From an optimization exercise on the open Yosys and OpenROAD flow, aimed at small area, a short achievable clock period and few clock cycles per item; shortcuts taken in it are not production practice. No run shown here included a check of the RTL's function; only the layout flow was run.

==> design.v <==
module sqrt_head (
    input  logic [15:0] x,
    output logic       s,          
    output logic [6:0] o,      
    output logic [9:0] r       
);
    wire [2:0] a0 = {1'b0, x[15:14]};
    wire [2:0] o0 = 3'b111;   
    wire [2:0] g0_0 = a0 & o0;
    wire [2:0] p0_0 = a0 | o0;
    wire [2:0] g0_1, p0_1;
    assign g0_1[0] = g0_0[0];
    assign p0_1[0] = p0_0[0];
    assign g0_1[1] = g0_0[1] | (p0_0[1] & g0_0[0]);
    assign p0_1[1] = p0_0[1] & p0_0[0];
    assign g0_1[2] = g0_0[2];
    assign p0_1[2] = p0_0[2];
    wire [2:0] g0_2, p0_2;
    assign g0_2[0] = g0_1[0];
    assign p0_2[0] = p0_1[0];
    assign g0_2[1] = g0_1[1];
    assign p0_2[1] = p0_1[1];
    assign g0_2[2] = g0_1[2] | (p0_1[2] & g0_1[1]);
    assign p0_2[2] = p0_1[2] & p0_1[1];
    wire [2:0] r1 = a0 ^ o0 ^ {g0_2[1:0], 1'b0};
    wire [0:0] q1 = ~r1[2];
    wire [3:0] a1 = {r1[1:0], x[13:12]};
    wire [3:0] o1 = {q1[0], q1 ^ q1[0], 2'b11};
    wire [3:0] g1_0 = a1 & o1;
    wire [3:0] p1_0 = a1 | o1;
    wire [3:0] g1_1, p1_1;
    assign g1_1[0] = g1_0[0];
    assign p1_1[0] = p1_0[0];
    assign g1_1[1] = g1_0[1] | (p1_0[1] & g1_0[0]);
    assign p1_1[1] = p1_0[1] & p1_0[0];
    assign g1_1[2] = g1_0[2];
    assign p1_1[2] = p1_0[2];
    assign g1_1[3] = g1_0[3] | (p1_0[3] & g1_0[2]);
    assign p1_1[3] = p1_0[3] & p1_0[2];
    wire [3:0] g1_2, p1_2;
    assign g1_2[0] = g1_1[0];
    assign p1_2[0] = p1_1[0];
    assign g1_2[1] = g1_1[1];
    assign p1_2[1] = p1_1[1];
    assign g1_2[2] = g1_1[2] | (p1_1[2] & g1_1[1]);
    assign p1_2[2] = p1_1[2] & p1_1[1];
    assign g1_2[3] = g1_1[3] | (p1_1[3] & g1_1[1]);
    assign p1_2[3] = p1_1[3] & p1_1[1];
    wire [3:0] r2 = a1 ^ o1 ^ {g1_2[2:0], 1'b0};
    wire [1:0] q2 = {q1, ~r2[3]};
    wire [4:0] a2 = {r2[2:0], x[11:10]};
    wire [4:0] o2 = {q2[0], q2 ^ {2{q2[0]}}, 2'b11};
    wire [4:0] g2_0 = a2 & o2;
    wire [4:0] p2_0 = a2 | o2;
    wire [4:0] g2_1, p2_1;
    assign g2_1[0] = g2_0[0];
    assign p2_1[0] = p2_0[0];
    assign g2_1[1] = g2_0[1] | (p2_0[1] & g2_0[0]);
    assign p2_1[1] = p2_0[1] & p2_0[0];
    assign g2_1[2] = g2_0[2];
    assign p2_1[2] = p2_0[2];
    assign g2_1[3] = g2_0[3] | (p2_0[3] & g2_0[2]);
    assign p2_1[3] = p2_0[3] & p2_0[2];
    assign g2_1[4] = g2_0[4];
    assign p2_1[4] = p2_0[4];
    wire [4:0] g2_2, p2_2;
    assign g2_2[0] = g2_1[0];
    assign p2_2[0] = p2_1[0];
    assign g2_2[1] = g2_1[1];
    assign p2_2[1] = p2_1[1];
    assign g2_2[2] = g2_1[2] | (p2_1[2] & g2_1[1]);
    assign p2_2[2] = p2_1[2] & p2_1[1];
    assign g2_2[3] = g2_1[3] | (p2_1[3] & g2_1[1]);
    assign p2_2[3] = p2_1[3] & p2_1[1];
    assign g2_2[4] = g2_1[4];
    assign p2_2[4] = p2_1[4];
    wire [4:0] g2_3, p2_3;
    assign g2_3[0] = g2_2[0];
    assign p2_3[0] = p2_2[0];
    assign g2_3[1] = g2_2[1];
    assign p2_3[1] = p2_2[1];
    assign g2_3[2] = g2_2[2];
    assign p2_3[2] = p2_2[2];
    assign g2_3[3] = g2_2[3];
    assign p2_3[3] = p2_2[3];
    assign g2_3[4] = g2_2[4] | (p2_2[4] & g2_2[3]);
    assign p2_3[4] = p2_2[4] & p2_2[3];
    wire [4:0] r3 = a2 ^ o2 ^ {g2_3[3:0], 1'b0};
    wire [2:0] q3 = {q2, ~r3[4]};
    wire [5:0] a3 = {r3[3:0], x[9:8]};
    wire [5:0] o3 = {q3[0], q3 ^ {3{q3[0]}}, 2'b11};
    wire [5:0] g3_0 = a3 & o3;
    wire [5:0] p3_0 = a3 | o3;
    wire [5:0] g3_1, p3_1;
    assign g3_1[0] = g3_0[0];
    assign p3_1[0] = p3_0[0];
    assign g3_1[1] = g3_0[1] | (p3_0[1] & g3_0[0]);
    assign p3_1[1] = p3_0[1] & p3_0[0];
    assign g3_1[2] = g3_0[2];
    assign p3_1[2] = p3_0[2];
    assign g3_1[3] = g3_0[3] | (p3_0[3] & g3_0[2]);
    assign p3_1[3] = p3_0[3] & p3_0[2];
    assign g3_1[4] = g3_0[4];
    assign p3_1[4] = p3_0[4];
    assign g3_1[5] = g3_0[5] | (p3_0[5] & g3_0[4]);
    assign p3_1[5] = p3_0[5] & p3_0[4];
    wire [5:0] g3_2, p3_2;
    assign g3_2[0] = g3_1[0];
    assign p3_2[0] = p3_1[0];
    assign g3_2[1] = g3_1[1];
    assign p3_2[1] = p3_1[1];
    assign g3_2[2] = g3_1[2] | (p3_1[2] & g3_1[1]);
    assign p3_2[2] = p3_1[2] & p3_1[1];
    assign g3_2[3] = g3_1[3] | (p3_1[3] & g3_1[1]);
    assign p3_2[3] = p3_1[3] & p3_1[1];
    assign g3_2[4] = g3_1[4];
    assign p3_2[4] = p3_1[4];
    assign g3_2[5] = g3_1[5];
    assign p3_2[5] = p3_1[5];
    wire [5:0] g3_3, p3_3;
    assign g3_3[0] = g3_2[0];
    assign p3_3[0] = p3_2[0];
    assign g3_3[1] = g3_2[1];
    assign p3_3[1] = p3_2[1];
    assign g3_3[2] = g3_2[2];
    assign p3_3[2] = p3_2[2];
    assign g3_3[3] = g3_2[3];
    assign p3_3[3] = p3_2[3];
    assign g3_3[4] = g3_2[4] | (p3_2[4] & g3_2[3]);
    assign p3_3[4] = p3_2[4] & p3_2[3];
    assign g3_3[5] = g3_2[5] | (p3_2[5] & g3_2[3]);
    assign p3_3[5] = p3_2[5] & p3_2[3];
    wire [5:0] r4 = a3 ^ o3 ^ {g3_3[4:0], 1'b0};
    wire [3:0] q4 = {q3, ~r4[5]};
    wire [6:0] a4 = {r4[4:0], x[7:6]};
    wire [6:0] o4 = {q4[0], q4 ^ {4{q4[0]}}, 2'b11};
    wire [6:0] g4_0 = a4 & o4;
    wire [6:0] p4_0 = a4 | o4;
    wire [6:0] g4_1, p4_1;
    assign g4_1[0] = g4_0[0];
    assign p4_1[0] = p4_0[0];
    assign g4_1[1] = g4_0[1] | (p4_0[1] & g4_0[0]);
    assign p4_1[1] = p4_0[1] & p4_0[0];
    assign g4_1[2] = g4_0[2];
    assign p4_1[2] = p4_0[2];
    assign g4_1[3] = g4_0[3] | (p4_0[3] & g4_0[2]);
    assign p4_1[3] = p4_0[3] & p4_0[2];
    assign g4_1[4] = g4_0[4];
    assign p4_1[4] = p4_0[4];
    assign g4_1[5] = g4_0[5] | (p4_0[5] & g4_0[4]);
    assign p4_1[5] = p4_0[5] & p4_0[4];
    assign g4_1[6] = g4_0[6];
    assign p4_1[6] = p4_0[6];
    wire [6:0] g4_2, p4_2;
    assign g4_2[0] = g4_1[0];
    assign p4_2[0] = p4_1[0];
    assign g4_2[1] = g4_1[1];
    assign p4_2[1] = p4_1[1];
    assign g4_2[2] = g4_1[2] | (p4_1[2] & g4_1[1]);
    assign p4_2[2] = p4_1[2] & p4_1[1];
    assign g4_2[3] = g4_1[3] | (p4_1[3] & g4_1[1]);
    assign p4_2[3] = p4_1[3] & p4_1[1];
    assign g4_2[4] = g4_1[4];
    assign p4_2[4] = p4_1[4];
    assign g4_2[5] = g4_1[5];
    assign p4_2[5] = p4_1[5];
    assign g4_2[6] = g4_1[6] | (p4_1[6] & g4_1[5]);
    assign p4_2[6] = p4_1[6] & p4_1[5];
    wire [6:0] g4_3, p4_3;
    assign g4_3[0] = g4_2[0];
    assign p4_3[0] = p4_2[0];
    assign g4_3[1] = g4_2[1];
    assign p4_3[1] = p4_2[1];
    assign g4_3[2] = g4_2[2];
    assign p4_3[2] = p4_2[2];
    assign g4_3[3] = g4_2[3];
    assign p4_3[3] = p4_2[3];
    assign g4_3[4] = g4_2[4] | (p4_2[4] & g4_2[3]);
    assign p4_3[4] = p4_2[4] & p4_2[3];
    assign g4_3[5] = g4_2[5] | (p4_2[5] & g4_2[3]);
    assign p4_3[5] = p4_2[5] & p4_2[3];
    assign g4_3[6] = g4_2[6] | (p4_2[6] & g4_2[3]);
    assign p4_3[6] = p4_2[6] & p4_2[3];
    wire [6:0] r5 = a4 ^ o4 ^ {g4_3[5:0], 1'b0};
    wire [4:0] q5 = {q4, ~r5[6]};
    wire [7:0] a5 = {r5[5:0], x[5:4]};
    wire [7:0] o5 = {q5[0], q5 ^ {5{q5[0]}}, 2'b11};
    wire [7:0] g5_0 = a5 & o5;
    wire [7:0] p5_0 = a5 | o5;
    wire [7:0] g5_1, p5_1;
    assign g5_1[0] = g5_0[0];
    assign p5_1[0] = p5_0[0];
    assign g5_1[1] = g5_0[1] | (p5_0[1] & g5_0[0]);
    assign p5_1[1] = p5_0[1] & p5_0[0];
    assign g5_1[2] = g5_0[2];
    assign p5_1[2] = p5_0[2];
    assign g5_1[3] = g5_0[3] | (p5_0[3] & g5_0[2]);
    assign p5_1[3] = p5_0[3] & p5_0[2];
    assign g5_1[4] = g5_0[4];
    assign p5_1[4] = p5_0[4];
    assign g5_1[5] = g5_0[5] | (p5_0[5] & g5_0[4]);
    assign p5_1[5] = p5_0[5] & p5_0[4];
    assign g5_1[6] = g5_0[6];
    assign p5_1[6] = p5_0[6];
    assign g5_1[7] = g5_0[7] | (p5_0[7] & g5_0[6]);
    assign p5_1[7] = p5_0[7] & p5_0[6];
    wire [7:0] g5_2, p5_2;
    assign g5_2[0] = g5_1[0];
    assign p5_2[0] = p5_1[0];
    assign g5_2[1] = g5_1[1];
    assign p5_2[1] = p5_1[1];
    assign g5_2[2] = g5_1[2] | (p5_1[2] & g5_1[1]);
    assign p5_2[2] = p5_1[2] & p5_1[1];
    assign g5_2[3] = g5_1[3] | (p5_1[3] & g5_1[1]);
    assign p5_2[3] = p5_1[3] & p5_1[1];
    assign g5_2[4] = g5_1[4];
    assign p5_2[4] = p5_1[4];
    assign g5_2[5] = g5_1[5];
    assign p5_2[5] = p5_1[5];
    assign g5_2[6] = g5_1[6] | (p5_1[6] & g5_1[5]);
    assign p5_2[6] = p5_1[6] & p5_1[5];
    assign g5_2[7] = g5_1[7] | (p5_1[7] & g5_1[5]);
    assign p5_2[7] = p5_1[7] & p5_1[5];
    wire [7:0] g5_3, p5_3;
    assign g5_3[0] = g5_2[0];
    assign p5_3[0] = p5_2[0];
    assign g5_3[1] = g5_2[1];
    assign p5_3[1] = p5_2[1];
    assign g5_3[2] = g5_2[2];
    assign p5_3[2] = p5_2[2];
    assign g5_3[3] = g5_2[3];
    assign p5_3[3] = p5_2[3];
    assign g5_3[4] = g5_2[4] | (p5_2[4] & g5_2[3]);
    assign p5_3[4] = p5_2[4] & p5_2[3];
    assign g5_3[5] = g5_2[5] | (p5_2[5] & g5_2[3]);
    assign p5_3[5] = p5_2[5] & p5_2[3];
    assign g5_3[6] = g5_2[6] | (p5_2[6] & g5_2[3]);
    assign p5_3[6] = p5_2[6] & p5_2[3];
    assign g5_3[7] = g5_2[7] | (p5_2[7] & g5_2[3]);
    assign p5_3[7] = p5_2[7] & p5_2[3];
    wire [7:0] r6 = a5 ^ o5 ^ {g5_3[6:0], 1'b0};
    wire [5:0] q6 = {q5, ~r6[7]};
    wire [8:0] a6 = {r6[6:0], x[3:2]};
    wire [8:0] o6 = {q6[0], q6 ^ {6{q6[0]}}, 2'b11};
    wire [8:0] g6_0 = a6 & o6;
    wire [8:0] p6_0 = a6 | o6;
    wire [8:0] g6_1, p6_1;
    assign g6_1[0] = g6_0[0];
    assign p6_1[0] = p6_0[0];
    assign g6_1[1] = g6_0[1] | (p6_0[1] & g6_0[0]);
    assign p6_1[1] = p6_0[1] & p6_0[0];
    assign g6_1[2] = g6_0[2];
    assign p6_1[2] = p6_0[2];
    assign g6_1[3] = g6_0[3] | (p6_0[3] & g6_0[2]);
    assign p6_1[3] = p6_0[3] & p6_0[2];
    assign g6_1[4] = g6_0[4];
    assign p6_1[4] = p6_0[4];
    assign g6_1[5] = g6_0[5] | (p6_0[5] & g6_0[4]);
    assign p6_1[5] = p6_0[5] & p6_0[4];
    assign g6_1[6] = g6_0[6];
    assign p6_1[6] = p6_0[6];
    assign g6_1[7] = g6_0[7] | (p6_0[7] & g6_0[6]);
    assign p6_1[7] = p6_0[7] & p6_0[6];
    assign g6_1[8] = g6_0[8];
    assign p6_1[8] = p6_0[8];
    wire [8:0] g6_2, p6_2;
    assign g6_2[0] = g6_1[0];
    assign p6_2[0] = p6_1[0];
    assign g6_2[1] = g6_1[1];
    assign p6_2[1] = p6_1[1];
    assign g6_2[2] = g6_1[2] | (p6_1[2] & g6_1[1]);
    assign p6_2[2] = p6_1[2] & p6_1[1];
    assign g6_2[3] = g6_1[3] | (p6_1[3] & g6_1[1]);
    assign p6_2[3] = p6_1[3] & p6_1[1];
    assign g6_2[4] = g6_1[4];
    assign p6_2[4] = p6_1[4];
    assign g6_2[5] = g6_1[5];
    assign p6_2[5] = p6_1[5];
    assign g6_2[6] = g6_1[6] | (p6_1[6] & g6_1[5]);
    assign p6_2[6] = p6_1[6] & p6_1[5];
    assign g6_2[7] = g6_1[7] | (p6_1[7] & g6_1[5]);
    assign p6_2[7] = p6_1[7] & p6_1[5];
    assign g6_2[8] = g6_1[8];
    assign p6_2[8] = p6_1[8];
    wire [8:0] g6_3, p6_3;
    assign g6_3[0] = g6_2[0];
    assign p6_3[0] = p6_2[0];
    assign g6_3[1] = g6_2[1];
    assign p6_3[1] = p6_2[1];
    assign g6_3[2] = g6_2[2];
    assign p6_3[2] = p6_2[2];
    assign g6_3[3] = g6_2[3];
    assign p6_3[3] = p6_2[3];
    assign g6_3[4] = g6_2[4] | (p6_2[4] & g6_2[3]);
    assign p6_3[4] = p6_2[4] & p6_2[3];
    assign g6_3[5] = g6_2[5] | (p6_2[5] & g6_2[3]);
    assign p6_3[5] = p6_2[5] & p6_2[3];
    assign g6_3[6] = g6_2[6] | (p6_2[6] & g6_2[3]);
    assign p6_3[6] = p6_2[6] & p6_2[3];
    assign g6_3[7] = g6_2[7] | (p6_2[7] & g6_2[3]);
    assign p6_3[7] = p6_2[7] & p6_2[3];
    assign g6_3[8] = g6_2[8];
    assign p6_3[8] = p6_2[8];
    wire [8:0] g6_4, p6_4;
    assign g6_4[0] = g6_3[0];
    assign p6_4[0] = p6_3[0];
    assign g6_4[1] = g6_3[1];
    assign p6_4[1] = p6_3[1];
    assign g6_4[2] = g6_3[2];
    assign p6_4[2] = p6_3[2];
    assign g6_4[3] = g6_3[3];
    assign p6_4[3] = p6_3[3];
    assign g6_4[4] = g6_3[4];
    assign p6_4[4] = p6_3[4];
    assign g6_4[5] = g6_3[5];
    assign p6_4[5] = p6_3[5];
    assign g6_4[6] = g6_3[6];
    assign p6_4[6] = p6_3[6];
    assign g6_4[7] = g6_3[7];
    assign p6_4[7] = p6_3[7];
    assign g6_4[8] = g6_3[8] | (p6_3[8] & g6_3[7]);
    assign p6_4[8] = p6_3[8] & p6_3[7];
    wire [8:0] r7 = a6 ^ o6 ^ {g6_4[7:0], 1'b0};
    wire [6:0] q7 = {q6, ~r7[8]};
    wire [9:0] a7 = {r7[7:0], x[1:0]};
    wire [9:0] o7 = {q7[0], q7 ^ {7{q7[0]}}, 2'b11};
    wire [9:0] g7_0 = a7 & o7;
    wire [9:0] p7_0 = a7 | o7;
    wire [9:0] g7_1, p7_1;
    assign g7_1[0] = g7_0[0];
    assign p7_1[0] = p7_0[0];
    assign g7_1[1] = g7_0[1] | (p7_0[1] & g7_0[0]);
    assign p7_1[1] = p7_0[1] & p7_0[0];
    assign g7_1[2] = g7_0[2];
    assign p7_1[2] = p7_0[2];
    assign g7_1[3] = g7_0[3] | (p7_0[3] & g7_0[2]);
    assign p7_1[3] = p7_0[3] & p7_0[2];
    assign g7_1[4] = g7_0[4];
    assign p7_1[4] = p7_0[4];
    assign g7_1[5] = g7_0[5] | (p7_0[5] & g7_0[4]);
    assign p7_1[5] = p7_0[5] & p7_0[4];
    assign g7_1[6] = g7_0[6];
    assign p7_1[6] = p7_0[6];
    assign g7_1[7] = g7_0[7] | (p7_0[7] & g7_0[6]);
    assign p7_1[7] = p7_0[7] & p7_0[6];
    assign g7_1[8] = g7_0[8];
    assign p7_1[8] = p7_0[8];
    assign g7_1[9] = g7_0[9] | (p7_0[9] & g7_0[8]);
    assign p7_1[9] = p7_0[9] & p7_0[8];
    wire [9:0] g7_2, p7_2;
    assign g7_2[0] = g7_1[0];
    assign p7_2[0] = p7_1[0];
    assign g7_2[1] = g7_1[1];
    assign p7_2[1] = p7_1[1];
    assign g7_2[2] = g7_1[2] | (p7_1[2] & g7_1[1]);
    assign p7_2[2] = p7_1[2] & p7_1[1];
    assign g7_2[3] = g7_1[3] | (p7_1[3] & g7_1[1]);
    assign p7_2[3] = p7_1[3] & p7_1[1];
    assign g7_2[4] = g7_1[4];
    assign p7_2[4] = p7_1[4];
    assign g7_2[5] = g7_1[5];
    assign p7_2[5] = p7_1[5];
    assign g7_2[6] = g7_1[6] | (p7_1[6] & g7_1[5]);
    assign p7_2[6] = p7_1[6] & p7_1[5];
    assign g7_2[7] = g7_1[7] | (p7_1[7] & g7_1[5]);
    assign p7_2[7] = p7_1[7] & p7_1[5];
    assign g7_2[8] = g7_1[8];
    assign p7_2[8] = p7_1[8];
    assign g7_2[9] = g7_1[9];
    assign p7_2[9] = p7_1[9];
    wire [9:0] g7_3, p7_3;
    assign g7_3[0] = g7_2[0];
    assign p7_3[0] = p7_2[0];
    assign g7_3[1] = g7_2[1];
    assign p7_3[1] = p7_2[1];
    assign g7_3[2] = g7_2[2];
    assign p7_3[2] = p7_2[2];
    assign g7_3[3] = g7_2[3];
    assign p7_3[3] = p7_2[3];
    assign g7_3[4] = g7_2[4] | (p7_2[4] & g7_2[3]);
    assign p7_3[4] = p7_2[4] & p7_2[3];
    assign g7_3[5] = g7_2[5] | (p7_2[5] & g7_2[3]);
    assign p7_3[5] = p7_2[5] & p7_2[3];
    assign g7_3[6] = g7_2[6] | (p7_2[6] & g7_2[3]);
    assign p7_3[6] = p7_2[6] & p7_2[3];
    assign g7_3[7] = g7_2[7] | (p7_2[7] & g7_2[3]);
    assign p7_3[7] = p7_2[7] & p7_2[3];
    assign g7_3[8] = g7_2[8];
    assign p7_3[8] = p7_2[8];
    assign g7_3[9] = g7_2[9];
    assign p7_3[9] = p7_2[9];
    wire [9:0] g7_4, p7_4;
    assign g7_4[0] = g7_3[0];
    assign p7_4[0] = p7_3[0];
    assign g7_4[1] = g7_3[1];
    assign p7_4[1] = p7_3[1];
    assign g7_4[2] = g7_3[2];
    assign p7_4[2] = p7_3[2];
    assign g7_4[3] = g7_3[3];
    assign p7_4[3] = p7_3[3];
    assign g7_4[4] = g7_3[4];
    assign p7_4[4] = p7_3[4];
    assign g7_4[5] = g7_3[5];
    assign p7_4[5] = p7_3[5];
    assign g7_4[6] = g7_3[6];
    assign p7_4[6] = p7_3[6];
    assign g7_4[7] = g7_3[7];
    assign p7_4[7] = p7_3[7];
    assign g7_4[8] = g7_3[8] | (p7_3[8] & g7_3[7]);
    assign p7_4[8] = p7_3[8] & p7_3[7];
    assign g7_4[9] = g7_3[9] | (p7_3[9] & g7_3[7]);
    assign p7_4[9] = p7_3[9] & p7_3[7];
    wire [9:0] r8 = a7 ^ o7 ^ {g7_4[8:0], 1'b0};
    wire [7:0] q8 = {q7, ~r8[9]};
    assign s = q8[0];
    assign o = q8[7:1] ^ {7{q8[0]}};
    assign r = r8;
endmodule
module sqrt_tail (
    input  logic       s,
    input  logic [6:0] o,
    input  logic [9:0] r,
    output logic [11:0] root
);
    wire [7:0] q = {o ^ {7{s}}, s};
    wire [10:0] a8 = {r[8:0], 2'b00};
    wire [10:0] o8 = {s, o, 1'b0, 2'b11};
    wire [10:0] g8_0 = a8 & o8;
    wire [10:0] p8_0 = a8 | o8;
    wire [10:0] g8_1, p8_1;
    assign g8_1[0] = g8_0[0];
    assign p8_1[0] = p8_0[0];
    assign g8_1[1] = g8_0[1] | (p8_0[1] & g8_0[0]);
    assign p8_1[1] = p8_0[1] & p8_0[0];
    assign g8_1[2] = g8_0[2];
    assign p8_1[2] = p8_0[2];
    assign g8_1[3] = g8_0[3] | (p8_0[3] & g8_0[2]);
    assign p8_1[3] = p8_0[3] & p8_0[2];
    assign g8_1[4] = g8_0[4];
    assign p8_1[4] = p8_0[4];
    assign g8_1[5] = g8_0[5] | (p8_0[5] & g8_0[4]);
    assign p8_1[5] = p8_0[5] & p8_0[4];
    assign g8_1[6] = g8_0[6];
    assign p8_1[6] = p8_0[6];
    assign g8_1[7] = g8_0[7] | (p8_0[7] & g8_0[6]);
    assign p8_1[7] = p8_0[7] & p8_0[6];
    assign g8_1[8] = g8_0[8];
    assign p8_1[8] = p8_0[8];
    assign g8_1[9] = g8_0[9] | (p8_0[9] & g8_0[8]);
    assign p8_1[9] = p8_0[9] & p8_0[8];
    assign g8_1[10] = g8_0[10];
    assign p8_1[10] = p8_0[10];
    wire [10:0] g8_2, p8_2;
    assign g8_2[0] = g8_1[0];
    assign p8_2[0] = p8_1[0];
    assign g8_2[1] = g8_1[1];
    assign p8_2[1] = p8_1[1];
    assign g8_2[2] = g8_1[2] | (p8_1[2] & g8_1[1]);
    assign p8_2[2] = p8_1[2] & p8_1[1];
    assign g8_2[3] = g8_1[3] | (p8_1[3] & g8_1[1]);
    assign p8_2[3] = p8_1[3] & p8_1[1];
    assign g8_2[4] = g8_1[4];
    assign p8_2[4] = p8_1[4];
    assign g8_2[5] = g8_1[5];
    assign p8_2[5] = p8_1[5];
    assign g8_2[6] = g8_1[6] | (p8_1[6] & g8_1[5]);
    assign p8_2[6] = p8_1[6] & p8_1[5];
    assign g8_2[7] = g8_1[7] | (p8_1[7] & g8_1[5]);
    assign p8_2[7] = p8_1[7] & p8_1[5];
    assign g8_2[8] = g8_1[8];
    assign p8_2[8] = p8_1[8];
    assign g8_2[9] = g8_1[9];
    assign p8_2[9] = p8_1[9];
    assign g8_2[10] = g8_1[10] | (p8_1[10] & g8_1[9]);
    assign p8_2[10] = p8_1[10] & p8_1[9];
    wire [10:0] g8_3, p8_3;
    assign g8_3[0] = g8_2[0];
    assign p8_3[0] = p8_2[0];
    assign g8_3[1] = g8_2[1];
    assign p8_3[1] = p8_2[1];
    assign g8_3[2] = g8_2[2];
    assign p8_3[2] = p8_2[2];
    assign g8_3[3] = g8_2[3];
    assign p8_3[3] = p8_2[3];
    assign g8_3[4] = g8_2[4] | (p8_2[4] & g8_2[3]);
    assign p8_3[4] = p8_2[4] & p8_2[3];
    assign g8_3[5] = g8_2[5] | (p8_2[5] & g8_2[3]);
    assign p8_3[5] = p8_2[5] & p8_2[3];
    assign g8_3[6] = g8_2[6] | (p8_2[6] & g8_2[3]);
    assign p8_3[6] = p8_2[6] & p8_2[3];
    assign g8_3[7] = g8_2[7] | (p8_2[7] & g8_2[3]);
    assign p8_3[7] = p8_2[7] & p8_2[3];
    assign g8_3[8] = g8_2[8];
    assign p8_3[8] = p8_2[8];
    assign g8_3[9] = g8_2[9];
    assign p8_3[9] = p8_2[9];
    assign g8_3[10] = g8_2[10];
    assign p8_3[10] = p8_2[10];
    wire [10:0] g8_4, p8_4;
    assign g8_4[0] = g8_3[0];
    assign p8_4[0] = p8_3[0];
    assign g8_4[1] = g8_3[1];
    assign p8_4[1] = p8_3[1];
    assign g8_4[2] = g8_3[2];
    assign p8_4[2] = p8_3[2];
    assign g8_4[3] = g8_3[3];
    assign p8_4[3] = p8_3[3];
    assign g8_4[4] = g8_3[4];
    assign p8_4[4] = p8_3[4];
    assign g8_4[5] = g8_3[5];
    assign p8_4[5] = p8_3[5];
    assign g8_4[6] = g8_3[6];
    assign p8_4[6] = p8_3[6];
    assign g8_4[7] = g8_3[7];
    assign p8_4[7] = p8_3[7];
    assign g8_4[8] = g8_3[8] | (p8_3[8] & g8_3[7]);
    assign p8_4[8] = p8_3[8] & p8_3[7];
    assign g8_4[9] = g8_3[9] | (p8_3[9] & g8_3[7]);
    assign p8_4[9] = p8_3[9] & p8_3[7];
    assign g8_4[10] = g8_3[10] | (p8_3[10] & g8_3[7]);
    assign p8_4[10] = p8_3[10] & p8_3[7];
    wire [10:0] r9 = a8 ^ o8 ^ {g8_4[9:0], 1'b0};
    wire [8:0] q9 = {q, ~r9[10]};
    wire [11:0] a9 = {r9[9:0], 2'b00};
    wire [11:0] o9 = {q9[0], q9 ^ {9{q9[0]}}, 2'b11};
    wire [11:0] g9_0 = a9 & o9;
    wire [11:0] p9_0 = a9 | o9;
    wire [11:0] g9_1, p9_1;
    assign g9_1[0] = g9_0[0];
    assign p9_1[0] = p9_0[0];
    assign g9_1[1] = g9_0[1] | (p9_0[1] & g9_0[0]);
    assign p9_1[1] = p9_0[1] & p9_0[0];
    assign g9_1[2] = g9_0[2];
    assign p9_1[2] = p9_0[2];
    assign g9_1[3] = g9_0[3] | (p9_0[3] & g9_0[2]);
    assign p9_1[3] = p9_0[3] & p9_0[2];
    assign g9_1[4] = g9_0[4];
    assign p9_1[4] = p9_0[4];
    assign g9_1[5] = g9_0[5] | (p9_0[5] & g9_0[4]);
    assign p9_1[5] = p9_0[5] & p9_0[4];
    assign g9_1[6] = g9_0[6];
    assign p9_1[6] = p9_0[6];
    assign g9_1[7] = g9_0[7] | (p9_0[7] & g9_0[6]);
    assign p9_1[7] = p9_0[7] & p9_0[6];
    assign g9_1[8] = g9_0[8];
    assign p9_1[8] = p9_0[8];
    assign g9_1[9] = g9_0[9] | (p9_0[9] & g9_0[8]);
    assign p9_1[9] = p9_0[9] & p9_0[8];
    assign g9_1[10] = g9_0[10];
    assign p9_1[10] = p9_0[10];
    assign g9_1[11] = g9_0[11] | (p9_0[11] & g9_0[10]);
    assign p9_1[11] = p9_0[11] & p9_0[10];
    wire [11:0] g9_2, p9_2;
    assign g9_2[0] = g9_1[0];
    assign p9_2[0] = p9_1[0];
    assign g9_2[1] = g9_1[1];
    assign p9_2[1] = p9_1[1];
    assign g9_2[2] = g9_1[2] | (p9_1[2] & g9_1[1]);
    assign p9_2[2] = p9_1[2] & p9_1[1];
    assign g9_2[3] = g9_1[3] | (p9_1[3] & g9_1[1]);
    assign p9_2[3] = p9_1[3] & p9_1[1];
    assign g9_2[4] = g9_1[4];
    assign p9_2[4] = p9_1[4];
    assign g9_2[5] = g9_1[5];
    assign p9_2[5] = p9_1[5];
    assign g9_2[6] = g9_1[6] | (p9_1[6] & g9_1[5]);
    assign p9_2[6] = p9_1[6] & p9_1[5];
    assign g9_2[7] = g9_1[7] | (p9_1[7] & g9_1[5]);
    assign p9_2[7] = p9_1[7] & p9_1[5];
    assign g9_2[8] = g9_1[8];
    assign p9_2[8] = p9_1[8];
    assign g9_2[9] = g9_1[9];
    assign p9_2[9] = p9_1[9];
    assign g9_2[10] = g9_1[10] | (p9_1[10] & g9_1[9]);
    assign p9_2[10] = p9_1[10] & p9_1[9];
    assign g9_2[11] = g9_1[11] | (p9_1[11] & g9_1[9]);
    assign p9_2[11] = p9_1[11] & p9_1[9];
    wire [11:0] g9_3, p9_3;
    assign g9_3[0] = g9_2[0];
    assign p9_3[0] = p9_2[0];
    assign g9_3[1] = g9_2[1];
    assign p9_3[1] = p9_2[1];
    assign g9_3[2] = g9_2[2];
    assign p9_3[2] = p9_2[2];
    assign g9_3[3] = g9_2[3];
    assign p9_3[3] = p9_2[3];
    assign g9_3[4] = g9_2[4] | (p9_2[4] & g9_2[3]);
    assign p9_3[4] = p9_2[4] & p9_2[3];
    assign g9_3[5] = g9_2[5] | (p9_2[5] & g9_2[3]);
    assign p9_3[5] = p9_2[5] & p9_2[3];
    assign g9_3[6] = g9_2[6] | (p9_2[6] & g9_2[3]);
    assign p9_3[6] = p9_2[6] & p9_2[3];
    assign g9_3[7] = g9_2[7] | (p9_2[7] & g9_2[3]);
    assign p9_3[7] = p9_2[7] & p9_2[3];
    assign g9_3[8] = g9_2[8];
    assign p9_3[8] = p9_2[8];
    assign g9_3[9] = g9_2[9];
    assign p9_3[9] = p9_2[9];
    assign g9_3[10] = g9_2[10];
    assign p9_3[10] = p9_2[10];
    assign g9_3[11] = g9_2[11];
    assign p9_3[11] = p9_2[11];
    wire [11:0] g9_4, p9_4;
    assign g9_4[0] = g9_3[0];
    assign p9_4[0] = p9_3[0];
    assign g9_4[1] = g9_3[1];
    assign p9_4[1] = p9_3[1];
    assign g9_4[2] = g9_3[2];
    assign p9_4[2] = p9_3[2];
    assign g9_4[3] = g9_3[3];
    assign p9_4[3] = p9_3[3];
    assign g9_4[4] = g9_3[4];
    assign p9_4[4] = p9_3[4];
    assign g9_4[5] = g9_3[5];
    assign p9_4[5] = p9_3[5];
    assign g9_4[6] = g9_3[6];
    assign p9_4[6] = p9_3[6];
    assign g9_4[7] = g9_3[7];
    assign p9_4[7] = p9_3[7];
    assign g9_4[8] = g9_3[8] | (p9_3[8] & g9_3[7]);
    assign p9_4[8] = p9_3[8] & p9_3[7];
    assign g9_4[9] = g9_3[9] | (p9_3[9] & g9_3[7]);
    assign p9_4[9] = p9_3[9] & p9_3[7];
    assign g9_4[10] = g9_3[10] | (p9_3[10] & g9_3[7]);
    assign p9_4[10] = p9_3[10] & p9_3[7];
    assign g9_4[11] = g9_3[11] | (p9_3[11] & g9_3[7]);
    assign p9_4[11] = p9_3[11] & p9_3[7];
    wire [11:0] r10 = a9 ^ o9 ^ {g9_4[10:0], 1'b0};
    wire [9:0] q10 = {q9, ~r10[11]};
    wire [12:0] a10 = {r10[10:0], 2'b00};
    wire [12:0] o10 = {q10[0], q10 ^ {10{q10[0]}}, 2'b11};
    wire [12:0] g10_0 = a10 & o10;
    wire [12:0] p10_0 = a10 | o10;
    wire [12:0] g10_1, p10_1;
    assign g10_1[0] = g10_0[0];
    assign p10_1[0] = p10_0[0];
    assign g10_1[1] = g10_0[1] | (p10_0[1] & g10_0[0]);
    assign p10_1[1] = p10_0[1] & p10_0[0];
    assign g10_1[2] = g10_0[2];
    assign p10_1[2] = p10_0[2];
    assign g10_1[3] = g10_0[3] | (p10_0[3] & g10_0[2]);
    assign p10_1[3] = p10_0[3] & p10_0[2];
    assign g10_1[4] = g10_0[4];
    assign p10_1[4] = p10_0[4];
    assign g10_1[5] = g10_0[5] | (p10_0[5] & g10_0[4]);
    assign p10_1[5] = p10_0[5] & p10_0[4];
    assign g10_1[6] = g10_0[6];
    assign p10_1[6] = p10_0[6];
    assign g10_1[7] = g10_0[7] | (p10_0[7] & g10_0[6]);
    assign p10_1[7] = p10_0[7] & p10_0[6];
    assign g10_1[8] = g10_0[8];
    assign p10_1[8] = p10_0[8];
    assign g10_1[9] = g10_0[9] | (p10_0[9] & g10_0[8]);
    assign p10_1[9] = p10_0[9] & p10_0[8];
    assign g10_1[10] = g10_0[10];
    assign p10_1[10] = p10_0[10];
    assign g10_1[11] = g10_0[11] | (p10_0[11] & g10_0[10]);
    assign p10_1[11] = p10_0[11] & p10_0[10];
    assign g10_1[12] = g10_0[12];
    assign p10_1[12] = p10_0[12];
    wire [12:0] g10_2, p10_2;
    assign g10_2[0] = g10_1[0];
    assign p10_2[0] = p10_1[0];
    assign g10_2[1] = g10_1[1];
    assign p10_2[1] = p10_1[1];
    assign g10_2[2] = g10_1[2] | (p10_1[2] & g10_1[1]);
    assign p10_2[2] = p10_1[2] & p10_1[1];
    assign g10_2[3] = g10_1[3] | (p10_1[3] & g10_1[1]);
    assign p10_2[3] = p10_1[3] & p10_1[1];
    assign g10_2[4] = g10_1[4];
    assign p10_2[4] = p10_1[4];
    assign g10_2[5] = g10_1[5];
    assign p10_2[5] = p10_1[5];
    assign g10_2[6] = g10_1[6] | (p10_1[6] & g10_1[5]);
    assign p10_2[6] = p10_1[6] & p10_1[5];
    assign g10_2[7] = g10_1[7] | (p10_1[7] & g10_1[5]);
    assign p10_2[7] = p10_1[7] & p10_1[5];
    assign g10_2[8] = g10_1[8];
    assign p10_2[8] = p10_1[8];
    assign g10_2[9] = g10_1[9];
    assign p10_2[9] = p10_1[9];
    assign g10_2[10] = g10_1[10] | (p10_1[10] & g10_1[9]);
    assign p10_2[10] = p10_1[10] & p10_1[9];
    assign g10_2[11] = g10_1[11] | (p10_1[11] & g10_1[9]);
    assign p10_2[11] = p10_1[11] & p10_1[9];
    assign g10_2[12] = g10_1[12];
    assign p10_2[12] = p10_1[12];
    wire [12:0] g10_3, p10_3;
    assign g10_3[0] = g10_2[0];
    assign p10_3[0] = p10_2[0];
    assign g10_3[1] = g10_2[1];
    assign p10_3[1] = p10_2[1];
    assign g10_3[2] = g10_2[2];
    assign p10_3[2] = p10_2[2];
    assign g10_3[3] = g10_2[3];
    assign p10_3[3] = p10_2[3];
    assign g10_3[4] = g10_2[4] | (p10_2[4] & g10_2[3]);
    assign p10_3[4] = p10_2[4] & p10_2[3];
    assign g10_3[5] = g10_2[5] | (p10_2[5] & g10_2[3]);
    assign p10_3[5] = p10_2[5] & p10_2[3];
    assign g10_3[6] = g10_2[6] | (p10_2[6] & g10_2[3]);
    assign p10_3[6] = p10_2[6] & p10_2[3];
    assign g10_3[7] = g10_2[7] | (p10_2[7] & g10_2[3]);
    assign p10_3[7] = p10_2[7] & p10_2[3];
    assign g10_3[8] = g10_2[8];
    assign p10_3[8] = p10_2[8];
    assign g10_3[9] = g10_2[9];
    assign p10_3[9] = p10_2[9];
    assign g10_3[10] = g10_2[10];
    assign p10_3[10] = p10_2[10];
    assign g10_3[11] = g10_2[11];
    assign p10_3[11] = p10_2[11];
    assign g10_3[12] = g10_2[12] | (p10_2[12] & g10_2[11]);
    assign p10_3[12] = p10_2[12] & p10_2[11];
    wire [12:0] g10_4, p10_4;
    assign g10_4[0] = g10_3[0];
    assign p10_4[0] = p10_3[0];
    assign g10_4[1] = g10_3[1];
    assign p10_4[1] = p10_3[1];
    assign g10_4[2] = g10_3[2];
    assign p10_4[2] = p10_3[2];
    assign g10_4[3] = g10_3[3];
    assign p10_4[3] = p10_3[3];
    assign g10_4[4] = g10_3[4];
    assign p10_4[4] = p10_3[4];
    assign g10_4[5] = g10_3[5];
    assign p10_4[5] = p10_3[5];
    assign g10_4[6] = g10_3[6];
    assign p10_4[6] = p10_3[6];
    assign g10_4[7] = g10_3[7];
    assign p10_4[7] = p10_3[7];
    assign g10_4[8] = g10_3[8] | (p10_3[8] & g10_3[7]);
    assign p10_4[8] = p10_3[8] & p10_3[7];
    assign g10_4[9] = g10_3[9] | (p10_3[9] & g10_3[7]);
    assign p10_4[9] = p10_3[9] & p10_3[7];
    assign g10_4[10] = g10_3[10] | (p10_3[10] & g10_3[7]);
    assign p10_4[10] = p10_3[10] & p10_3[7];
    assign g10_4[11] = g10_3[11] | (p10_3[11] & g10_3[7]);
    assign p10_4[11] = p10_3[11] & p10_3[7];
    assign g10_4[12] = g10_3[12] | (p10_3[12] & g10_3[7]);
    assign p10_4[12] = p10_3[12] & p10_3[7];
    wire [12:0] r11 = a10 ^ o10 ^ {g10_4[11:0], 1'b0};
    wire [10:0] q11 = {q10, ~r11[12]};
    wire [13:0] a11 = {r11[11:0], 2'b00};
    wire [13:0] o11 = {q11[0], q11 ^ {11{q11[0]}}, 2'b11};
    wire [13:0] g11_0 = a11 & o11;
    wire [13:0] p11_0 = a11 | o11;
    wire [13:0] g11_1, p11_1;
    assign g11_1[0] = g11_0[0];
    assign p11_1[0] = p11_0[0];
    assign g11_1[1] = g11_0[1] | (p11_0[1] & g11_0[0]);
    assign p11_1[1] = p11_0[1] & p11_0[0];
    assign g11_1[2] = g11_0[2];
    assign p11_1[2] = p11_0[2];
    assign g11_1[3] = g11_0[3] | (p11_0[3] & g11_0[2]);
    assign p11_1[3] = p11_0[3] & p11_0[2];
    assign g11_1[4] = g11_0[4];
    assign p11_1[4] = p11_0[4];
    assign g11_1[5] = g11_0[5] | (p11_0[5] & g11_0[4]);
    assign p11_1[5] = p11_0[5] & p11_0[4];
    assign g11_1[6] = g11_0[6];
    assign p11_1[6] = p11_0[6];
    assign g11_1[7] = g11_0[7] | (p11_0[7] & g11_0[6]);
    assign p11_1[7] = p11_0[7] & p11_0[6];
    assign g11_1[8] = g11_0[8];
    assign p11_1[8] = p11_0[8];
    assign g11_1[9] = g11_0[9] | (p11_0[9] & g11_0[8]);
    assign p11_1[9] = p11_0[9] & p11_0[8];
    assign g11_1[10] = g11_0[10];
    assign p11_1[10] = p11_0[10];
    assign g11_1[11] = g11_0[11] | (p11_0[11] & g11_0[10]);
    assign p11_1[11] = p11_0[11] & p11_0[10];
    assign g11_1[12] = g11_0[12];
    assign p11_1[12] = p11_0[12];
    assign g11_1[13] = g11_0[13] | (p11_0[13] & g11_0[12]);
    assign p11_1[13] = p11_0[13] & p11_0[12];
    wire [13:0] g11_2, p11_2;
    assign g11_2[0] = g11_1[0];
    assign p11_2[0] = p11_1[0];
    assign g11_2[1] = g11_1[1];
    assign p11_2[1] = p11_1[1];
    assign g11_2[2] = g11_1[2] | (p11_1[2] & g11_1[1]);
    assign p11_2[2] = p11_1[2] & p11_1[1];
    assign g11_2[3] = g11_1[3] | (p11_1[3] & g11_1[1]);
    assign p11_2[3] = p11_1[3] & p11_1[1];
    assign g11_2[4] = g11_1[4];
    assign p11_2[4] = p11_1[4];
    assign g11_2[5] = g11_1[5];
    assign p11_2[5] = p11_1[5];
    assign g11_2[6] = g11_1[6] | (p11_1[6] & g11_1[5]);
    assign p11_2[6] = p11_1[6] & p11_1[5];
    assign g11_2[7] = g11_1[7] | (p11_1[7] & g11_1[5]);
    assign p11_2[7] = p11_1[7] & p11_1[5];
    assign g11_2[8] = g11_1[8];
    assign p11_2[8] = p11_1[8];
    assign g11_2[9] = g11_1[9];
    assign p11_2[9] = p11_1[9];
    assign g11_2[10] = g11_1[10] | (p11_1[10] & g11_1[9]);
    assign p11_2[10] = p11_1[10] & p11_1[9];
    assign g11_2[11] = g11_1[11] | (p11_1[11] & g11_1[9]);
    assign p11_2[11] = p11_1[11] & p11_1[9];
    assign g11_2[12] = g11_1[12];
    assign p11_2[12] = p11_1[12];
    assign g11_2[13] = g11_1[13];
    assign p11_2[13] = p11_1[13];
    wire [13:0] g11_3, p11_3;
    assign g11_3[0] = g11_2[0];
    assign p11_3[0] = p11_2[0];
    assign g11_3[1] = g11_2[1];
    assign p11_3[1] = p11_2[1];
    assign g11_3[2] = g11_2[2];
    assign p11_3[2] = p11_2[2];
    assign g11_3[3] = g11_2[3];
    assign p11_3[3] = p11_2[3];
    assign g11_3[4] = g11_2[4] | (p11_2[4] & g11_2[3]);
    assign p11_3[4] = p11_2[4] & p11_2[3];
    assign g11_3[5] = g11_2[5] | (p11_2[5] & g11_2[3]);
    assign p11_3[5] = p11_2[5] & p11_2[3];
    assign g11_3[6] = g11_2[6] | (p11_2[6] & g11_2[3]);
    assign p11_3[6] = p11_2[6] & p11_2[3];
    assign g11_3[7] = g11_2[7] | (p11_2[7] & g11_2[3]);
    assign p11_3[7] = p11_2[7] & p11_2[3];
    assign g11_3[8] = g11_2[8];
    assign p11_3[8] = p11_2[8];
    assign g11_3[9] = g11_2[9];
    assign p11_3[9] = p11_2[9];
    assign g11_3[10] = g11_2[10];
    assign p11_3[10] = p11_2[10];
    assign g11_3[11] = g11_2[11];
    assign p11_3[11] = p11_2[11];
    assign g11_3[12] = g11_2[12] | (p11_2[12] & g11_2[11]);
    assign p11_3[12] = p11_2[12] & p11_2[11];
    assign g11_3[13] = g11_2[13] | (p11_2[13] & g11_2[11]);
    assign p11_3[13] = p11_2[13] & p11_2[11];
    wire [13:0] g11_4, p11_4;
    assign g11_4[0] = g11_3[0];
    assign p11_4[0] = p11_3[0];
    assign g11_4[1] = g11_3[1];
    assign p11_4[1] = p11_3[1];
    assign g11_4[2] = g11_3[2];
    assign p11_4[2] = p11_3[2];
    assign g11_4[3] = g11_3[3];
    assign p11_4[3] = p11_3[3];
    assign g11_4[4] = g11_3[4];
    assign p11_4[4] = p11_3[4];
    assign g11_4[5] = g11_3[5];
    assign p11_4[5] = p11_3[5];
    assign g11_4[6] = g11_3[6];
    assign p11_4[6] = p11_3[6];
    assign g11_4[7] = g11_3[7];
    assign p11_4[7] = p11_3[7];
    assign g11_4[8] = g11_3[8] | (p11_3[8] & g11_3[7]);
    assign p11_4[8] = p11_3[8] & p11_3[7];
    assign g11_4[9] = g11_3[9] | (p11_3[9] & g11_3[7]);
    assign p11_4[9] = p11_3[9] & p11_3[7];
    assign g11_4[10] = g11_3[10] | (p11_3[10] & g11_3[7]);
    assign p11_4[10] = p11_3[10] & p11_3[7];
    assign g11_4[11] = g11_3[11] | (p11_3[11] & g11_3[7]);
    assign p11_4[11] = p11_3[11] & p11_3[7];
    assign g11_4[12] = g11_3[12] | (p11_3[12] & g11_3[7]);
    assign p11_4[12] = p11_3[12] & p11_3[7];
    assign g11_4[13] = g11_3[13] | (p11_3[13] & g11_3[7]);
    assign p11_4[13] = p11_3[13] & p11_3[7];
    wire [13:0] r12 = a11 ^ o11 ^ {g11_4[12:0], 1'b0};
    wire [11:0] q12 = {q11, ~r12[13]};
    assign root = q12;
endmodule
module sqrt_binary_search (
    input  logic        clk,
    input  logic        rst,         
    input  logic        valid_in,
    input  logic [15:0] x,           
    output logic [15:0] x_sqrt,      
    output logic        valid_out
);
    logic        s_d, s_r;
    logic [6:0] o_d, o_r;
    logic [9:0] r_d, r_r;
    logic        v_r;
    logic [11:0] root;
    sqrt_head head (.x(x), .s(s_d), .o(o_d), .r(r_d));
    always_ff @(posedge clk) begin
        if (rst) v_r <= 1'b0;
        else     v_r <= valid_in;
        s_r <= s_d;
        o_r <= o_d;
        r_r <= r_d;
    end
    sqrt_tail tail (.s(s_r), .o(o_r), .r(r_r), .root(root));
    assign x_sqrt    = {4'd0, root};
    assign valid_out = v_r;
endmodule
==> flow/run.sh <==
#!/bin/bash
# The standard layout (standard.sh), with these changes:
#  - synthesis: no adder-cell mapping (ADDER_MAP_FILE empty), so ABC maps the
#    adders from plain gates instead of the slow ha/fa cells, and the final ABC
#    mapping uses flow/abc_iter.script (see flow/synth_iter.tcl);
#  - buf_2 cells as the port buffers (buffer_ports otherwise picks the slow
#    clkdlybuf4s50_1);
#  - setup repair only resizes cells (SETUP_MOVE_SEQUENCE=sizeup).
set -e
here=$(pwd)
export ADDER_MAP_FILE=
export BUFFER_PORTS_ARGS="-buffer_cell sky130_fd_sc_hd__buf_2"
export SETUP_MOVE_SEQUENCE=sizeup
bash standard.sh SYNTH_SCRIPT=$here/flow/synth_iter.tcl finish > standard.log 2>&1
==> flow/abc_iter.script <==
strash
dch
map -B 0.9
strash
dch
map -B 0.9
strash
dch
map -B 0.9
strash
dch
map -B 0.9
strash
dch
map -B 0.9
strash
dch
map -B 0.9
topo
stime -c
buffer -c
upsize -c
dnsize -c
==> flow/synth_iter.tcl <==
# The standard flow's synthesis (synth_recipe.tcl, which sources ORFS's synth.tcl) with one
# change: the final technology mapping runs ABC with abc_iter.script, which
# repeats ORFS's area script's strash/dch/map round 8 times before sizing.
# Everything before it (synth -nofsm -noshare, flip-flop mapping) and after it
# (flatten, renames) is the standard flow's own, so the registers are the standard ones.
set ::abc_iter_script [file normalize [file join [file dirname [info script]] abc_iter.script]]
set ::synth_recipe_tcl [file normalize [file join [file dirname [info script]] .. synth_recipe.tcl]]
proc abc {args} {
  set i [lsearch -exact $args -script]
  if {$i >= 0} { lset args [expr {$i + 1}] $::abc_iter_script }
  puts "abc: mapping with $::abc_iter_script"
  yosys abc {*}$args
}
source $::synth_recipe_tcl
==> standard.sh <==
#!/bin/bash
# synth_recipe.tcl (not shown) runs the flow's synth.tcl, then flattens the netlist and writes it again
# the make line also repeats each setting of config.mk as NAME=value (left out here)
make -C /OpenROAD-flow-scripts/flow DESIGN_CONFIG=/design/flow/config.mk WORK_HOME=/design/flow/orfs CLKGATE_MAP_FILE= SYNTH_SCRIPT=/design/flow/synth_recipe.tcl "${@:-finish}"
==> config.mk <==
export PLATFORM = sky130hd
export DESIGN_NAME = sqrt_binary_search
export DESIGN_NICKNAME = sqrt_binary_search
export VERILOG_FILES = /design/flow/design.v
export SDC_FILE = /design/flow/constraint.sdc
export NUM_CORES = 4
export LEC_CHECK = 0
export ABC_AREA = 1
export CAP_MARGIN = 20
export CORE_MARGIN = 2
export CORE_UTILIZATION = 40
export PLACE_DENSITY = 0.85
export SETUP_SLACK_MARGIN = 3.5
export SLEW_MARGIN = 20
export TNS_END_PERCENT = 10
==> constraint.sdc <==
create_clock -name core_clock -period 11.0 [get_ports {clk}]
set_input_delay 2.2000 -clock core_clock [delete_from_list [all_inputs] [get_ports {clk}]]
set_output_delay 2.2000 -clock core_clock [all_outputs]
set_load 0.01 [all_outputs]
==> results of run 1 <==
## worst paths after layout
path	start	endpoint	cells after the start
worst max-delay path	o_r[0]	x_sqrt[0]	41
worst min-delay path	rst	v_r	2
## Yosys cell counts (all sizes together)
cell type | instances | area share (%)
o21ai | 8 | 1.3
nand2 | 303 | 35
buf | 7 | 1.4
a21boi | 3 | 0.79
xnor2 | 25 | 6.2
a31oi | 2 | 0.33
nor2 | 49 | 5.4
or2 | 7 | 1.2
inv | 102 | 10
nand3b | 5 | 0.99
nand4 | 6 | 1.2
dfxtp | 18 | 9.5
a21oi | 1 | 0.13
conb | 1 | 0.099
xor2 | 33 | 7.8
a21o | 7 | 1.4
nand3 | 103 | 17
o211ai | 1 | 0.20
## layout by cell type, fill, tap and decap left out
cell / instances
sky130_fd_sc_hd__nand2_1: 266
sky130_fd_sc_hd__inv_1: 89
sky130_fd_sc_hd__nand3_1: 81
sky130_fd_sc_hd__nor2_1: 45
sky130_fd_sc_hd__xor2_1: 32
sky130_fd_sc_hd__buf_2: 31
sky130_fd_sc_hd__xnor2_1: 23
sky130_fd_sc_hd__nand2_2: 22
sky130_fd_sc_hd__nand3_2: 18
sky130_fd_sc_hd__dfxtp_1: 18
sky130_fd_sc_hd__nand2_4: 15
sky130_fd_sc_hd__inv_2: 11
sky130_fd_sc_hd__a21o_1: 7
sky130_fd_sc_hd__nand4_1: 5
sky130_fd_sc_hd__nand3b_1: 5
sky130_fd_sc_hd__nand3_4: 4
sky130_fd_sc_hd__conb_1: 4
sky130_fd_sc_hd__clkbuf_8: 4
sky130_fd_sc_hd__or2_1: 3
sky130_fd_sc_hd__o21ai_1: 3
sky130_fd_sc_hd__or2_2: 3
sky130_fd_sc_hd__o21ai_0: 3
sky130_fd_sc_hd__nor2_4: 2
sky130_fd_sc_hd__xnor2_2: 2
sky130_fd_sc_hd__a31oi_1: 2
sky130_fd_sc_hd__inv_4: 2
sky130_fd_sc_hd__a21boi_2: 2
sky130_fd_sc_hd__o21ai_2: 2
sky130_fd_sc_hd__nor2_2: 2
sky130_fd_sc_hd__xor2_2: 1
sky130_fd_sc_hd__nand4_2: 1
sky130_fd_sc_hd__a21boi_1: 1
sky130_fd_sc_hd__a21oi_1: 1
sky130_fd_sc_hd__or2_4: 1
sky130_fd_sc_hd__o211ai_1: 1
## area by class of cell
class | count | area [um2] | share of cell area (%)
flip-flops and latches | 18 | 360.3 | 8.810
repair buffers | 31 | 155.1 | 3.793
well taps | 111 | 138.9 | 3.396
multi-input cells | 557 | 2993 | 73.17
clock buffers | 4 | 55.05 | 1.346
inverters | 102 | 387.9 | 9.483
## worst max-delay path, delay by kind of cell (launching register included)
family	cells	cell delay, ps
and+or+nand+nor	34	3110
DFF	1	530
AOI/OAI and AO/OA	4	470
buffers and inverters	3	260
## logic make-up after synthesis
logic type | share of synthesized area, %
xor gates and xnor gates | 14.03
AOI/OAI and AO/OA | 4.102
and+or+nand+nor | 60.60
buffers and inverters | 11.64
DFF | 9.527
other | 0.09914
## registers in the layout, summed over array words and instances, names as in the netlist
| signal | cells |
|---|---|
| o_r | 7 |
| r_r | 9 |
| s_r | 1 |
| v_r | 1 |
## per-stage QoR
step	setup slack, ps	hold slack [ps]	area, um2
2_1_floorplan	5037	2257	3794
3_3_place_gp	4586	2355	4035
3_5_place_dp	4464	2358	4035
4_1_cts	4161	2086	4090
5_1_grt	3663	2086	4090
6_report	4176	2091	4090
## metal layers
metal / part of all wire [%] / track usage, % / vias up / routed length [um]
li1: - / - / 2156 / -
met1: 45 / 19.14 / 1702 / 3619
met2: 51 / 32.25 / 60 / 4041
met3: 2.9 / 0.6211 / 8 / 233
met4: 1.2 / 4.158 / 0 / 95
met5: 0 / 0 / - / 0
==> metrics.log, run 1 <==
INFO  metric crit_required = 8800 ps
INFO  metric final-hold-violation-count = 0
INFO  metric antenna_left = 0
INFO  metric design.core.area = 9196 um2
INFO  metric slew_violations = 0
INFO  metric synth_warnings = 1
INFO  metric avgViaCountPerCell = 4.770
INFO  metric critPathSlowestCell = sky130_fd_sc_hd__dfxtp_1
INFO  metric ys_types = 36
INFO  metric critical-path-top-cell-by-count = sky130_fd_sc_hd__nand2_1
INFO  metric global_route.usage.total = 16.35%
INFO  metric report.final.setup_viol = 0
INFO  metric final_util = 44.48%
INFO  metric final-instance-count-excl-fill = 823
INFO  metric drt_first_pass_iters = 4
INFO  metric htreeDepth = 1
INFO  metric max_stage_delay = 530 ps
INFO  metric max_slew_margin = 55.27%
INFO  metric dieWidth = 101.2 um
INFO  metric clock_path_buffers = 2
INFO  metric tritoncts = built
INFO  metric grt_max_degree = 14
INFO  metric achievable_freq = 0.1465 GHz
INFO  metric criticalPathCategory = reg2out
INFO  metric grt_pass1_vias = 3654
INFO  metric syn-mean-instance-area = 5.554 um2
INFO  metric drive_above_1_share = 17.28%
INFO  metric cts_post_setup_buffers_inserted = 0
INFO  metric antennaDiodeCount = 0
INFO  metric worst-slew-pin-transition = 670.1 ps
INFO  metric detail_route.wirelength = 7990 um
INFO  metric initial_utilization = 41.13%
INFO  metric postCtsResizedCells = 0
INFO  metric die_height = 101.2 um
INFO  metric clock_sink_count = 18
INFO  metric io_pins = 36
INFO  metric final_net_count = 732
INFO  metric start_kind = register
INFO  metric route.vias.total = 3926
INFO  metric end_kind = primary output
INFO  metric outcome = complete, no violations
INFO  metric layout_area_overhead = 8.138%
INFO  metric fp.dieArea = 10250 um2
INFO  metric postCtsHoldBufs = 0
INFO  metric clockRootBuffer = sky130_fd_sc_hd__clkbuf_8
INFO  metric fp-row-count = 35
INFO  metric total_cts_buffers = 3
INFO  metric setup_total_negative_slack = 0 ps
INFO  metric synthCells = 681
INFO  metric max_cap_viols = 0
INFO  metric place.gp.congestion = 0.9491
INFO  metric period_share = 62.03%
INFO  metric grt_first_pass_wirelength = 14430 um
INFO  metric drt_drc_violations_left = 0
INFO  metric proportion_of_synthesized_chip_area_in_sequential_cells = 9.527%
INFO  metric syn-cell-area = 3782 um2
INFO  metric fillers = 986
INFO  metric detail_route.iter0.violations = 118
INFO  metric place_hpwl = 6948 um
INFO  metric finalCriticalPeriod = 6824 ps
INFO  metric overflow = 0
INFO  metric grt_antenna_before_repair = 0
INFO  metric path_max_fanout = 10
INFO  metric grt_setup_unrepaired = false
INFO  metric port_buffers = 31
INFO  metric hp-class = in2reg
INFO  metric synth-seq-cells = 18
INFO  metric cts.reportedPaths.clkPinSlew = 60 ps
INFO  metric placed_cell_count = 819
INFO  metric post_drt_wl_per_cell = 9.708 um
INFO  metric cp.arrival = 4620 ps
==> run 2: changes to the inputs <==
--- a/flow/abc_iter.script
+++ b/flow/abc_iter.script
@@ -1,3 +1,9 @@
+strash
+dch
+map -B 0.9
+strash
+dch
+map -B 0.9
 strash
 dch
 map -B 0.9
==> run 2 against run 1 <==
  * Synthesized cell count increased by 1.9%
  * Synthesized area up 3.5%
  * Still clean
  * Critical endpoint unchanged
==> metrics.log, run 2 <==
INFO  metric final-hold-violation-count = 0
INFO  metric avgViaCountPerCell = 4.643
INFO  metric fp-row-count = 36
INFO  metric postSynth.asyncResetShare = 0%
INFO  metric grt_antenna_before_repair = 0
INFO  metric fillers = 1031
INFO  metric layout_area_overhead = 8.278%
INFO  metric max_stage_delay = 400 ps
INFO  metric ys_types = 36
INFO  metric period_share = 61.32%
INFO  metric port_buffers = 31
INFO  metric postCtsHoldBufs = 0
INFO  metric reg_top3 = r_r x9, o_r x7
INFO  metric antennaDiodeCount = 0
INFO  metric post_synth_main_area_contributors = sky130_fd_sc_hd__nand2_1 26%, sky130_fd_sc_hd__nand3_1 11%, sky130_fd_sc_hd__dfxtp_1 9.2%
INFO  metric htreeDepth = 1
INFO  metric worst_hold_startpoint = rst
INFO  metric worst_setup_path_startpoint = o_r[0]
INFO  metric clockRootBuffer = sky130_fd_sc_hd__clkbuf_8
INFO  metric initial_utilization = 40.62%
INFO  metric slew_violations = 0
INFO  metric end_kind = primary output
INFO  metric fin_worst_hold_slack = 2100 ps
INFO  metric dieWidth = 102.9 um
INFO  metric critPathSlowestCell = sky130_fd_sc_hd__dfxtp_2
INFO  metric fp.dieArea = 10590 um2
INFO  metric clock_sink_count = 18
INFO  metric place.gp.congestion = 0.9479
INFO  metric tritoncts = built
INFO  metric final_critical_path_setup_slack = 4254 ps
INFO  metric worst-slew-pin-transition = 608.0 ps
INFO  metric criticalPathCategory = reg2out
INFO  metric proportion_of_synthesized_chip_area_in_sequential_cells = 9.204%
INFO  metric worst_path_dominant_cell_family = simple AND/OR/NAND/NOR gates
INFO  metric grt_pass1_vias = 3531
INFO  metric yosysTopAreaCell = sky130_fd_sc_hd__nand2_1
INFO  metric detail_route.iter0.violations = 156
INFO  metric clock_path_buffers = 2
INFO  metric synth_most_common_cell = sky130_fd_sc_hd__nand2_1
INFO  metric route.vias.total = 3979
INFO  metric place_hpwl = 7096 um
INFO  metric largest_register_ff_count = 9
INFO  metric detail_route.wirelength = 8190 um
INFO  metric drt_first_pass_iters = 5
INFO  metric synthCells = 694
INFO  metric syn-cell-area = 3915 um2
INFO  metric yosys-top-cells-count = 267 x sky130_fd_sc_hd__nand2_1, 83 x sky130_fd_sc_hd__nand3_1, 78 x sky130_fd_sc_hd__inv_1
INFO  metric largest_register = r_r
INFO  metric grt_first_pass_wirelength = 14420 um
INFO  metric worst_path_buf_inv = 4
INFO  metric place_ws = 4450 ps
INFO  metric max_cap_viols = 0
INFO  metric final-instance-count-excl-fill = 857
INFO  metric final_net_count = 744
INFO  metric achievable_freq = 0.1482 GHz
INFO  metric placed_cell_count = 853
INFO  metric drive_above_1_share = 20.44%
INFO  metric post_drt_wl_per_cell = 9.557 um
INFO  metric overflow = 0
INFO  metric die_height = 102.9 um
INFO  metric critical-path-top-cell-by-count = sky130_fd_sc_hd__nand2_2
INFO  metric io_pins = 36
INFO  metric setup_total_negative_slack = 0 ps
INFO  metric report.final.setup_viol = 0
INFO  metric drt_drc_violations_left = 0
INFO  metric synth_warnings = 1
INFO  metric synth-seq-cells = 18
INFO  metric mostFrequentLayoutCells = 267 x sky130_fd_sc_hd__nand2_1, 83 x sky130_fd_sc_hd__nand3_1, 78 x sky130_fd_sc_hd__inv_1, 40 x sky130_fd_sc_hd__nand2_2, 40 x sky130_fd_sc_hd__nor2_1
INFO  metric antenna_left = 0
INFO  metric crit_required = 8800 ps
INFO  metric grt_max_degree = 14
INFO  metric max_slew_margin = 59.41%
INFO  metric synth_edf_count = 0
INFO  metric finalCriticalPeriod = 6746 ps
INFO  metric grt_setup_unrepaired = false
INFO  metric path_max_fanout = 11
INFO  metric synth_top_area_share = 25.60%
INFO  metric mostFrequentLayoutCell = sky130_fd_sc_hd__nand2_1
INFO  metric cts.reportedPaths.clkPinSlew = 60 ps
INFO  metric global_route.usage.total = 16.02%
INFO  metric start_kind = register
INFO  metric yosys_most_used_dff = sky130_fd_sc_hd__dfxtp_1
INFO  metric hp-class = in2reg
INFO  metric total_cts_buffers = 3
INFO  metric cp.arrival = 4550 ps
INFO  metric syn-mean-instance-area = 5.641 um2
INFO  metric outcome = complete, no violations
INFO  metric design.core.area = 9639 um2
## run 2: logic make-up after synthesis
kind of cell	count (synthesis)	synth area share (%)
xor gates and xnor gates	57	13.14
and+or+nand+nor	494	62.74
DFF	18	9.204
other	1	0.09579
buffers and inverters	101	10.90
AOI/OAI and AO/OA	23	3.931
## run 2: path summary, 6_finish.rpt
path	end	slack, ps	depth (start not counted)
worst max-delay path	x_sqrt[0]	4250	40
worst min-delay path	v_r	2100	2
## run 2: stage by stage
| step | area [um2] | utilization [%] |
|---|---|---|
| 6_report | 4239 | 43.98 |
| 5_1_grt | 4239 | 43.98 |
| 4_1_cts | 4238 | 43.96 |
| 3_5_place_dp | 4183 | 43.39 |
| 3_3_place_gp | 4183 | 43.39 |
| 2_1_floorplan | 3926 | - |
## run 2: layout make-up
cell class                      instances  area [um2]  share of cell area (%)
Clock buffer                            4       55.05                   1.299
Tap cell                              133       166.4                   3.926
Multi-Input combinational cell        578        3139                   74.06
Sequential cell                        18       361.6                   8.530
Inverter                               93       361.6                   8.530
Timing Repair Buffer                   31       155.1                   3.660
## run 2: timing repair
action,CTS,global route
endpoints found under the setup margin,0,1
buffers inserted,0,0
gates resized for setup,0,1
## run 2: per-layer routing
layer | routed length, um | global-route usage [%] | vias to the layer above
li1 | - | - | 2200
met1 | 3769 | 20.06 | 1702
met2 | 4128 | 30.07 | 69
met3 | 233 | 0.6102 | 8
met4 | 59 | 3.846 | 0
met5 | 0 | 0 | -

port drivers added, routing unchanged:
The results above use ideal ports. As a check the final layouts listed here were re-extracted and re-timed, cells and wires unchanged.
Step 1, drivers: a clkbuf_16 drives clk and a buf_2 each remaining input, both assumed.
Step 2, shift: input delay + t, output delay - t, t = (earliest + latest rising clock arrival at the registers) / 2. This alone moves slack from input paths to output paths.
a / b / c = no drivers / after step 1 / after step 2; a / b = the first two.
run	shift t [ns]	setup slack, ns	worst setup path after step 2	worst register clock-pin slew, ns	cell pins on the clock port's net
run 1	0.277	4.176 / 4.151 / 4.427	register to output	0.06 / 0.06	1
run 2	0.268	4.254 / 4.230 / 4.498	register to output	0.06 / 0.06	1
After both steps setup and hold are still met in every run listed.
